What follows belongs to an exercise in optimizing a design on an open flow for small area, a short achievable clock period and few clock cycles; a production flow would make more cautious choices.
The RTL was checked by simulation tests, not by an equivalence proof against the original design.
Power and IR drop assume default switching activity.

File: flow/standard.sh
#!/bin/bash
# synth_recipe.tcl (not shown) runs the flow's synth.tcl, then flattens the netlist and writes it again
# the make line also repeats each setting of config.mk as NAME=value (left out here)
make -C /OpenROAD-flow-scripts/flow DESIGN_CONFIG=/design/flow/config.mk WORK_HOME=/design/flow/orfs CLKGATE_MAP_FILE= SYNTH_SCRIPT=/design/flow/synth_recipe.tcl "${@:-finish}"
File: flow/design.v
module PipelineCPU_Hazards(i_clk,i_rst_n,o_imem_addr,i_imem_data,o_dmem_addr,o_dmem_wdata,o_dmem_we,o_dmem_re,i_dmem_rdata);
	input i_clk,i_rst_n;
	input [31:0] i_imem_data,i_dmem_rdata;
	output [31:0] o_imem_addr,o_dmem_addr,o_dmem_wdata;
	output o_dmem_we,o_dmem_re;
	genvar gi;
	integer k;
	reg [31:2] pc;             
	reg        e_we, e_ld, e_st, e_br;
	reg [4:0]  e_rd;
	reg [31:0] e_a;            
	reg [31:0] e_b;            
	reg [15:0] e_imm;          
	reg [31:2] e_tgt;          
	reg        e_sub;          
	reg        e_addi;         
	reg        e_add;          
	reg        e_slt, e_and, e_or, e_nor, e_sll, e_srl, e_sra;
	reg [3:0]  e_sa, e_sb;     
	reg [1:0]  e_sc;           
	reg        m_we, m_ld, m_st;
	reg [4:0]  m_rd;
	reg [31:0] m_res;          
	reg [31:0] m_sd;           
	reg [31:0] rf_v;           
	wire [31:0] rf [0:31];
	wire [31:0] wd = m_ld ? i_dmem_rdata : m_res;
	assign o_dmem_addr  = m_res;
	assign o_dmem_wdata = m_sd;
	assign o_dmem_we    = m_st;
	assign o_dmem_re    = m_ld;
	assign rf[0] = 32'b0;
	generate for (gi = 1; gi < 32; gi = gi + 1) begin : g_rf
		reg [31:0] q;
		always @(posedge i_clk) begin
			if (m_we && m_rd == gi) q <= wd;
		end
		assign rf[gi] = q;
	end endgenerate
	always @(*) rf_v[0] = 1'b0;
	generate for (gi = 1; gi < 32; gi = gi + 1) begin : g_rfv
		always @(posedge i_clk or negedge i_rst_n) begin
			if (!i_rst_n) rf_v[gi] <= 1'b0;
			else if (m_we && m_rd == gi) rf_v[gi] <= 1'b1;
		end
	end endgenerate
	wire [31:0] a = e_a;
	wire [31:0] b = e_b;
	wire [31:0] simm_e = {{16{e_imm[15]}}, e_imm};
	wire [31:0] addr, as;
	wire        as_co;
	add32 u_addr(.a(a), .b(simm_e), .ci(1'b0), .s(addr), .co());
	add32 u_as(.a(a), .b(b), .ci(e_sub), .s(as), .co(as_co));
	wire        ltu = ~as_co;
	wire [31:0] b_rev;
	generate for (gi = 0; gi < 32; gi = gi + 1) begin : g_rev
		assign b_rev[gi] = b[31-gi];
	end endgenerate
	wire [31:0] sh_in = e_sll ? b_rev : b;
	wire        sh_fill = e_sra & b[31];
	wire [34:0] sx = {{3{sh_fill}}, sh_in};
	wire [31:0] sy, sz, sh_r;
	wire [43:0] syx = {{12{sh_fill}}, sy};
	wire [47:0] szx = {{16{sh_fill}}, sz};
	generate for (gi = 0; gi < 32; gi = gi + 1) begin : g_sh
		assign sy[gi] = |(e_sa & {sx[gi+3], sx[gi+2], sx[gi+1], sx[gi]});
		assign sz[gi] = |(e_sb & {syx[gi+12], syx[gi+8], syx[gi+4], syx[gi]});
		assign sh_r[gi] = |(e_sc & {szx[gi+16], szx[gi]});
	end endgenerate
	wire [31:0] sh_l;
	generate for (gi = 0; gi < 32; gi = gi + 1) begin : g_revo
		assign sh_l[gi] = sh_r[31-gi];
	end endgenerate
	wire [31:0] result = ({32{e_addi}} & addr)
	                   | ({32{e_add}} & as)
	                   | {31'b0, e_slt & ltu}
	                   | ({32{e_and}} & (a & b))
	                   | ({32{e_or}} & (a | b))
	                   | ({32{e_nor}} & ~(a | b))
	                   | ({32{e_sll}} & sh_l)
	                   | ({32{e_srl | e_sra}} & sh_r);
	wire taken = e_br & (a == b);
	always @(posedge i_clk) begin
		m_rd  <= e_rd;
		m_res <= result;
		m_sd  <= b;
	end
	always @(posedge i_clk or negedge i_rst_n) begin
		if (!i_rst_n) begin
			m_we <= 1'b0;
			m_ld <= 1'b0;
			m_st <= 1'b0;
		end else begin
			m_we <= e_we;
			m_ld <= e_ld;
			m_st <= e_st;
		end
	end
	wire [31:0] ins = i_imem_data;
	wire [5:0]  op = ins[31:26];
	wire [4:0]  rs = ins[25:21];
	wire [4:0]  rt = ins[20:16];
	wire [4:0]  rd = ins[15:11];
	wire [5:0]  fn = ins[5:0];
	wire is_r    = (op == 6'h00);
	wire is_addi = (op == 6'h08);
	wire is_lw   = (op == 6'h23);
	wire is_sw   = (op == 6'h2B);
	wire is_beq  = (op == 6'h04);
	wire is_j    = (op == 6'h02);
	wire [4:0] dst = is_r ? rd : rt;
	wire       wen = (is_r | is_addi | is_lw) & (dst != 5'd0);
	wire       ub  = is_beq & (rs == rt);       
	wire       use_rs = is_r | is_addi | is_lw | is_sw | (is_beq & ~ub);
	wire       use_rt = is_r | is_sw | (is_beq & ~ub);
	wire       sub_n = is_r & ((fn == 6'h22) | (fn == 6'h2A));
	wire stall = e_ld & e_we & ((use_rs & (e_rd == rs)) | (use_rt & (e_rd == rt)));
	wire d_go  = ~stall & ~taken;               
	wire [31:0] v = rf_v;
	reg  [31:0] rf_a, rf_b;
	wire [3:0] rs_h = 4'b0001 << rs[4:3];
	wire [7:0] rs_l = 8'b00000001 << rs[2:0];
	wire [3:0] rt_h = 4'b0001 << rt[4:3];
	wire [7:0] rt_l = 8'b00000001 << rt[2:0];
	always @(*) begin
		rf_a = 32'b0;
		rf_b = 32'b0;
		for (k = 1; k < 32; k = k + 1) begin
			rf_a = rf_a | ({32{v[k] & rs_h[k/8] & rs_l[k%8]}} & rf[k]);
			rf_b = rf_b | ({32{v[k] & rt_h[k/8] & rt_l[k%8]}} & rf[k]);
		end
	end
	wire ea = e_we && e_rd == rs;
	wire eb = e_we && e_rd == rt;
	wire ma = !ea && m_we && m_rd == rs;
	wire mb = !eb && m_we && m_rd == rt;
	wire ra = !ea && !ma;
	wire rb = !eb && !mb;
	wire [31:0] a_n = ({32{ea}} & result) | ({32{ma}} & wd) | ({32{ra}} & rf_a);
	wire [31:0] b_n = ({32{eb}} & result) | ({32{mb}} & wd) | ({32{rb}} & rf_b);
	wire [31:2] pc4 = pc + 30'd1;
	wire [30:0] tsum = {pc, 1'b1} + {{14{ins[15]}}, ins[15:0], 1'b1};
	wire [31:2] d_tgt = tsum[30:1];
	wire p_t = taken;
	wire p_s = ~taken & stall;
	wire p_j = ~taken & ~stall & is_j;
	wire p_u = ~taken & ~stall & ~is_j & ub;
	wire p_4 = ~taken & ~stall & ~is_j & ~ub;
	wire [31:2] pc_n = ({30{p_t}} & e_tgt) | ({30{p_s}} & pc) | ({30{p_j}} & {pc4[31:28], ins[25:0]})
	                 | ({30{p_u}} & d_tgt) | ({30{p_4}} & pc4);
	always @(posedge i_clk) begin
		e_rd   <= dst;
		e_a    <= a_n;
		e_b    <= b_n ^ {32{sub_n}};
		e_imm  <= ins[15:0];
		e_tgt  <= d_tgt;
		e_addi <= is_addi | is_lw | is_sw;
		e_sub  <= sub_n;
		e_add  <= is_r & ((fn == 6'h20) | (fn == 6'h22));
		e_slt  <= is_r & (fn == 6'h2A);
		e_and  <= is_r & (fn == 6'h24);
		e_or   <= is_r & (fn == 6'h25);
		e_nor  <= is_r & (fn == 6'h27);
		e_sll  <= is_r & (fn == 6'h00);
		e_srl  <= is_r & (fn == 6'h02);
		e_sra  <= is_r & (fn == 6'h03);
		e_sa   <= 4'b0001 << ins[7:6];
		e_sb   <= 4'b0001 << ins[9:8];
		e_sc   <= 2'b01 << ins[10];
	end
	always @(posedge i_clk or negedge i_rst_n) begin
		if (!i_rst_n) begin
			pc   <= 30'b0;
			e_we <= 1'b0;
			e_ld <= 1'b0;
			e_st <= 1'b0;
			e_br <= 1'b0;
		end else begin
			e_we <= d_go & wen;
			e_ld <= d_go & is_lw;
			e_st <= d_go & is_sw;
			e_br <= d_go & is_beq & ~ub;
			pc <= pc_n;
		end
	end
	assign o_imem_addr = {pc, 2'b00};
endmodule
module add32(a, b, ci, s, co);
	input [31:0] a, b;
	input ci;
	output [31:0] s;
	output co;
	wire [33:0] t = {1'b0, a, 1'b1} + {1'b0, b, ci};
	assign {co, s} = t[33:1];
endmodule
File: flow/flow/run.sh
#!/bin/bash
# The standard layout (the standard.sh, standard synthesis and all ORFS
# steps unchanged), except that the input and output port buffers are
# sky130_fd_sc_hd__buf_2 cells instead of the delay cell buffer_ports picks
# by default. Every port still gets its own buffer.
set -euo pipefail
bash standard.sh 'BUFFER_PORTS_ARGS=-buffer_cell sky130_fd_sc_hd__buf_2' finish > standard_flow.log 2>&1
File: flow/config.mk
export PLATFORM = sky130hd
export DESIGN_NAME = PipelineCPU_Hazards
export DESIGN_NICKNAME = PipelineCPU_Hazards
export VERILOG_FILES = /design/flow/design.v
export SDC_FILE = /design/flow/constraint.sdc
export NUM_CORES = 8
export LEC_CHECK = 0
export CAP_MARGIN = 20
export CORE_MARGIN = 2
export CORE_UTILIZATION = 40
export CTS_CLUSTER_DIAMETER = 80
export CTS_CLUSTER_SIZE = 24
export SETUP_SLACK_MARGIN = 4.6
export SLEW_MARGIN = 20
File: flow/constraint.sdc
create_clock -name core_clock -period 8.0 [get_ports {i_clk}]
set_input_delay 1.6000 -clock core_clock [delete_from_list [all_inputs] [get_ports {i_clk}]]
set_output_delay 1.6000 -clock core_clock [all_outputs]
set_load 0.01 [all_outputs]
==> impl_metrics.tcl, run 1 <==
set metrics [dict create \
    outcome "finished clean" \
    hold_class "reg -> reg" \
    startpoint "i_imem_data[25]" \
    rsz0062_at_grt "yes" \
    gp_congestion 1.08 \
    grt_usage_pct 39.0 \
    min_period_ps 3630 \
    die_h_um 393 \
    critPathLaunchType "input port" \
    synth.yosys.seq_area_share_pct 58.7 \
    cts_hold_buf 0 \
    io_buffers 161 \
    cp_common_cell "o21ai_1" \
    path_max_fanout 25 \
    path_delay_family "simple AND/OR/NAND/NOR gates" \
    htree_levels 3 \
    finalHoldViolCount 0 \
    slew_headroom_pct 21.1 \
    syn_area_mm2 0.0605 \
    fin_crit_sh_pct 45.3 \
    row_count 142 \
    fp.dieW_um 393 \
    wl_per_cell_um 43.8 \
    clockBufferDepth 3 \
    critPathMaxStageDelay_ps 620 \
    cts_sinks 1263 \
    first_iter_violations 11443 \
    r2r_end "e_a[28]$_DFF_P_" \
    r2r-start "m_ld$_DFF_PN0_" \
    syn_avg_cell_area_um2 12.3 \
    rr_worst_depth 5 \
    synth_area_leaders "edfxtp_1 (49%), dfxtp_1 (6.7%), a221oi_1 (5.9%)" \
    fin_nets 5327 \
    powerDensity_mw_per_mm2 190 \
    core_area_mm2 0.150 \
    ys_warn_count 1 \
    synth_flop_cell "edfxtp_1" \
    worst-path-stages 7 \
    die-area_mm2 0.154 \
    cts_root_buf "clkbuf_16" \
    ys_ff_latch 1263 \
    finalSetupViolations 0 \
    report.power.total_mw 13.7 \
    cts_buffers 70 \
    reg2reg_slack_ps 4450 \
    gr-total-overflow 0 \
    dpl.hpwl_mm 184 \
    post-place-ws_ps 2710 \
    drc 0 \
    final_max_slew_viol_count 0 \
    fin_skew_ps 48.6 \
    antenna_left 0 \
    grt_pass1_wl_mm 416 \
    synthCells 4915 \
    antenna_found_initial 25 \
    initial_core_util_pct 40.4 \
    viasPerCell 7.62 \
    end_kind "flop" \
    whs_ps 359 \
    yosys.area.top_type "edfxtp_1" \
    routed_wl_mm 316 \
    max_freq_mhz 276 \
    slowest_stage "o21ai_1" \
    clock_latency_ps 750 \
    path_buf_inv 2 \
    setup.worst_path.class "in -> reg" \
    clk_pin_slew_ps 100 \
    timing.final.ws_setup_ps 4370 \
    fin_setup_tns_ps 0 \
    synth_edf_count 992 \
    final_layout_size_suffix_gt1_share_pct 25.3 \
    synth_cell_type_count 90 \
    crit_chain "clkbuf_4 -> xor2_1 -> nor4_1 -> nand3_4 -> buf_4 -> o21ai_1 -> o21ai_1" \
    arrival_ps 4210 \
    ir_worst_vdd_v 0.000150 \
    areaGrowthSynthToFinish_pct 18.5 \
    ios 164 \
    grt_pass1_vias 49817 \
    critPathRequiredTime_ps 8580 \
    tightest_slew_ps 1180 \
    first_pass_iters 17 \
    synth_top_area_share_pct 49.2 \
    async_flop_share_pct 5.38 \
    grt_max_degree 69 \
    maxCapViolations 0 \
    cts_tree "built" \
    crit_path_end "e_a[13]$_DFF_P_" \
    fill_cells 13254 \
    power.leakage_nw 25.0 \
    vias 55057 \
]
## flip-flops by register name (all words and copies together), names as in the netlist, 4 cells and up
signal and count:
e_b 32, pc 30, m_sd 32, e_rd 5, e_tgt 30, e_imm 16
e_sb 4, m_res 32, g_rf.q 992, m_rd 5, rf_v 31, e_sa 4
e_a 32
## synthesized netlist by cell type, drive strengths merged, types with 21 or more instances
master,count
ha,125
clkbuf,331
o211ai,65
dfrtp,68
nor2,179
mux2i,40
buf,66
a31oi,23
nor3,85
inv,110
a21oi,190
edfxtp,992
nand2,198
or3,29
mux2,65
nand4,137
and3,85
xnor2,69
o21ai,170
a21o,39
nand3,85
or2,50
a21boi,40
nand2b,22
a2111oi,21
a22oi,243
a222oi,67
a221oi,410
nor2b,31
a22o,372
a211oi,27
xor2,69
dfxtp,203
## routing by layer
layer  track usage (%)  part of all wire (%)  routed length (um)  up-vias
met3              15.9                    16               50600     2138
met5             0.957                  0.15                 465        -
met2              56.2                    40              128000     6024
met4              29.9                    11               34900       20
li1                  -                     -                   -    20545
met1              46.1                    32              102000    26330
## cell type report
class / instances / area (um^2) / share of cell area, %
diodes: 24 / 60.1 / 0.0837
clock buffers: 103 / 1950 / 2.72
clock inverters: 26 / 349 / 0.487
inverters: 113 / 443 / 0.617
multi-input cells: 3156 / 26300 / 36.7
flip-flops and latches: 1263 / 35600 / 49.7
well taps: 2016 / 2520 / 3.52
repair buffers: 528 / 4460 / 6.22
repair inverters: 1 / 5.00 / 0.00698
## layout by cell type (no fill, tap or decap), types with 47 or more instances in the layout
cell	count
dfxtp_1	163
dfrtp_1	67
o211ai_1	65
nor3_1	48
inv_1	107
nand3_1	82
xor2_1	69
a221oi_1	255
mux2_2	47
buf_2	148
a21oi_1	172
nor2_1	142
o21ai_0	123
ha_1	96
nand4_1	137
a22o_1	372
edfxtp_1	992
buf_4	278
clkbuf_16	75
nand2_1	190
and3_4	58
a222oi_1	67
a221oi_2	149
xnor2_1	68
a22oi_1	218
or2_2	47
## how the worst min path moves through the flow
stage,to,cells after the start,slack (ps),startpoint
floorplan,m_st$_DFF_PN0_,0,330,e_st$_DFF_PN0_
global placement,m_st$_DFF_PN0_,0,340,e_st$_DFF_PN0_
detailed placement,m_st$_DFF_PN0_,0,340,e_st$_DFF_PN0_
CTS,m_st$_DFF_PN0_,0,360,e_st$_DFF_PN0_
global route,m_st$_DFF_PN0_,0,380,e_st$_DFF_PN0_
finish,m_st$_DFF_PN0_,0,360,e_st$_DFF_PN0_
## stage by stage
stage | utilization [%] | cell area (um^2) | std cells
finish | 47.8 | 71700 | 7230
global route | 47.8 | 71700 | 7208
CTS | 46.3 | 69400 | 7085
detailed placement | 43.3 | 65000 | 6867
global placement | 43.3 | 65000 | 6867
floorplan | - | 62600 | 4916
## cell families after synthesis
group           count (synthesis)  synth area share, %
mux                           105                 1.95
buf+inv                       510                 3.26
xor+xnor                      138                 2.00
flops                        1263                 58.7
other cells                     1              0.00620
compound gates               1791                 23.0
fa+ha+maj                     128                 2.68
simple gates                  979                 8.35
## where the power goes
| group | internal [mW] | switching [mW] | leakage [nW] |
|---|---|---|---|
| clock | 1.83 | 2.43 | 1.10 |
| combinational | 0.774 | 1.11 | 12.3 |
| sequential | 7.23 | 0.289 | 11.7 |
## worst register-to-register path, cell delays in order, from the launching register on
cell	delay [ps]
dfrtp_2	550
buf_4	490
mux2i_2	1020
clkinvlp_4	610
o21ai_2	540
o21ai_0	170
## what timing repair did
item                                    in CTS  in global routing
gates cloned                                 8                 11
endpoints found under the setup margin     131                101
pin swaps                                   74                100
setup buffers                               81                109
resized for setup                          331                287
Testbench counts, summed over its fixed seeds: cycles 21,767.
==> run 2: changes to the inputs <==
--- a/flow/config.mk
+++ b/flow/config.mk
@@ -10,5 +10,5 @@
 export CORE_UTILIZATION = 40
 export CTS_CLUSTER_DIAMETER = 80
 export CTS_CLUSTER_SIZE = 24
-export SETUP_SLACK_MARGIN = 4.6
+export SETUP_SLACK_MARGIN = 4.5
 export SLEW_MARGIN = 20
==> impl_metrics.tcl, run 2 <==
set metrics [dict create \
    synthCells 4915 \
    cts_hold_buf 0 \
    min_period_ps 3640 \
    end_kind "flop" \
    syn_avg_cell_area_um2 12.3 \
    layout_commonest_cell "edfxtp_1" \
    critPathMaxStageDelay_ps 540 \
    grtUsageMet3_pct 17.7 \
    min_delay_worst_endpoint "m_st$_DFF_PN0_" \
    r2r_end "e_b[15]$_DFF_P_" \
    grt_pass1_wl_mm 415 \
    first_pass_iters 14 \
    max_freq_mhz 275 \
    async_flop_share_pct 5.38 \
    use_met1_pct 46.1 \
    slew_headroom_pct 18.2 \
    cts_root_buf "clkbuf_16" \
    yosys.area.top_type "edfxtp_1" \
    maxCapViolations 0 \
    crit_chain "buf_4 -> nor3b_1 -> and3_2 -> buf_4 -> a22o_1 -> a221oi_2 -> nand4_1 -> nor3_1 -> nand2_2 -> o21ai_0 -> o21ai_0" \
    gp_congestion 1.00 \
    slowest_stage "nor3b_1" \
    ios 164 \
    vias 55036 \
    path_buf_inv 2 \
    tightest_slew_ps 1230 \
    areaGrowthSynthToFinish_pct 16.5 \
    clock_latency_ps 770 \
    first_iter_violations 12580 \
    synth_flop_cell "edfxtp_1" \
    gr-usage-met2_pct 55.1 \
    fin_setup_tns_ps 0 \
    cts_buffers 71 \
    synth_top_area_share_pct 49.2 \
    cts_sinks 1263 \
    whs_path_depth 0 \
    final_layout_size_suffix_gt1_share_pct 22.3 \
    synth_edf_count 992 \
    syn_area_mm2 0.0605 \
    antenna_found_initial 33 \
    synth_cell_type_count 90 \
    path_delay_family "simple AND/OR/NAND/NOR gates" \
    initial_core_util_pct 40.4 \
    fin_skew_ps 61.8 \
    powerDensity_mw_per_mm2 192 \
    stdcell_count 7194 \
    setup.worst_path.class "in -> reg" \
    htree_levels 3 \
    drc 0 \
    ir_worst_vdd_v 0.000137 \
    reg2reg_slack_ps 4460 \
    final_util_pct 47.0 \
    grt_pass1_vias 49892 \
    ys_warn_count 1 \
    largest_reg_flops 992 \
    grt_busiest_layer "met2" \
    synth.yosys.seq_area_share_pct 58.7 \
    regMostFlops "g_rf.q" \
    ys_top_cells_by_count "edfxtp_1 (992), a221oi_1 (406), a22o_1 (372)" \
    wl_per_cell_um 44.2 \
    fin_nets 5279 \
    critPathRequiredTime_ps 8660 \
    grt_max_degree 69 \
    fp.dieW_um 393 \
    die-area_mm2 0.154 \
    grt_usage_pct 39.0 \
    viasPerCell 7.65 \
    cts_tree "built" \
    outcome "finished clean" \
    path_max_fanout 19 \
    placed_area_mm2 0.0646 \
    final_cell_mix "edfxtp_1 (992), a22o_1 (372), a221oi_1 (294)" \
    rr_worst_depth 10 \
    row_count 142 \
    fin_crit_sh_pct 45.5 \
    placed_cells 6847 \
    arrival_ps 4300 \
    min_from "e_st$_DFF_PN0_" \
    final_max_slew_viol_count 0 \
    ys_ff_latch 1263 \
    finalHoldViolCount 0 \
    rsz0062_at_grt "yes" \
    critPathLaunchType "input port" \
    r2r-start "e_sb[1]$_SDFF_PP0_" \
    routed_wl_mm 318 \
    synth_area_leaders "edfxtp_1 (49%), dfxtp_1 (6.7%), a221oi_1 (5.9%)" \
    clk_pin_slew_ps 100 \
    antenna_left 0 \
    finalSetupViolations 0 \
    hold_class "reg -> reg" \
    synth.most_common_cell "edfxtp_1" \
    dpl.hpwl_mm 182 \
    power.leakage_nw 24.6 \
    die_h_um 393 \
    gr-total-overflow 0 \
    clockBufferDepth 3 \
    io_buffers 161 \
    core_area_mm2 0.150 \
    post-route-cell-area_mm2 0.0705 \
]
run 2: repair_timing:
item / 4_1_cts / 5_1_grt
gates cloned: 5 / 10
endpoints found under the setup margin: 130 / 97
pin swaps: 32 / 68
resized for setup: 241 / 209
setup buffers: 66 / 100
run 2: layer usage:
layer	wire length, um	vias to the layer above
li1	-	20431
met1	104000	26406
met2	126000	6140
met3	54200	2044
met4	32800	15
met5	218	-
run 2: cells by family (layout without fill, tap and decap cells):
| family | Yosys count | in the layout | share of synthesized area (%) |
|---|---|---|---|
| mux | 105 | 105 | 1.95 |
| simple gates | 979 | 987 | 8.35 |
| flops | 1263 | 1263 | 58.7 |
| buf+inv | 510 | 725 | 3.26 |
| compound gates | 1791 | 1791 | 23.0 |
| xor+xnor | 138 | 138 | 2.00 |
| other cells | 1 | 41 | 0.00620 |
| fa+ha+maj | 128 | 128 | 2.68 |
run 2: final cells by class:
cell class,instances,area (um^2)
Timing Repair Buffer,485,4160
Clock inverter,31,348
Fill cell,13308,79400
Clock buffer,96,1950
Antenna cell,39,97.6
Tap cell,2016,2520
Sequential cell,1263,35600
Multi-Input combinational cell,3151,25400
Inverter,113,440
run 2: worst max path at each step:
| stage | endpoint | start | cells past startpoint | slack (ps) |
|---|---|---|---|---|
| 2_1_floorplan | pc[28]$_DFF_PN0_ | i_imem_data[0] | 13 | 4330 |
| 3_3_place_gp | e_b[10]$_DFF_P_ | i_imem_data[16] | 11 | 2880 |
| 3_5_place_dp | e_b[10]$_DFF_P_ | i_imem_data[16] | 11 | 2820 |
| 5_1_grt | e_b[23]$_DFF_P_ | e_sll$_DFF_P_ | 10 | 4440 |
| 4_1_cts | e_a[12]$_DFF_P_ | i_imem_data[25] | 10 | 4380 |
| 6_report | e_a[11]$_DFF_P_ | i_imem_data[22] | 11 | 4360 |
run 2: per-stage QoR:
| step | power (mW) | setup WS [ps] | hold WS, ps |
|---|---|---|---|
| floorplan | 8.68 | 4330 | 331 |
| global placement | 9.26 | 2880 | 337 |
| detailed placement | 9.28 | 2820 | 337 |
| CTS | 13.4 | 4380 | 360 |
| global route | 13.9 | 4440 | 375 |
| finish | 13.5 | 4360 | 358 |
run 2: power by group:
part           leakage, nW  switching (mW)  total [mW]  internal [mW]
Combinational         11.8            1.07        1.78          0.715
Clock                 1.11            2.42        4.26           1.83
Sequential            11.7           0.277        7.51           7.23
Total                 24.6            3.77        13.5           9.78

==> what the ideal ports hide <==
How much do the figures lean on ideal ports? The routed layouts below were timed once more, with nothing changed but the port constraints. Step 1, drivers: a clkbuf_16 drives i_clk and a buf_2 each remaining input, both assumed. Step 2 adds t to the input delays and takes it off the output delays; t is the mean of the earliest and latest rising clock arrival at the registers after step 1. Input paths then give back, and output paths get back, about the clock's delay inside the block. Three values: no drivers, after step 1, after step 2; two values: the first two.
run | t (ns) | setup slack, ns | hold slack, ns | clock arrival spread, ns | worst data-port slew with drivers (ns)
run 1 | 0.807 | 4.375 / 4.434 / 3.627 | 0.359 / 0.359 / 0.359 | 0.051 / 0.051 | 0.09
run 2 | 0.812 | 4.357 / 4.184 / 3.372 | 0.358 / 0.358 / 0.358 | 0.067 / 0.067 | 0.33
After both steps every run listed still meets setup and hold. The setup slack of run 2, which loses most, moves by -0.173 ns with the drivers and by -0.985 ns with both steps.
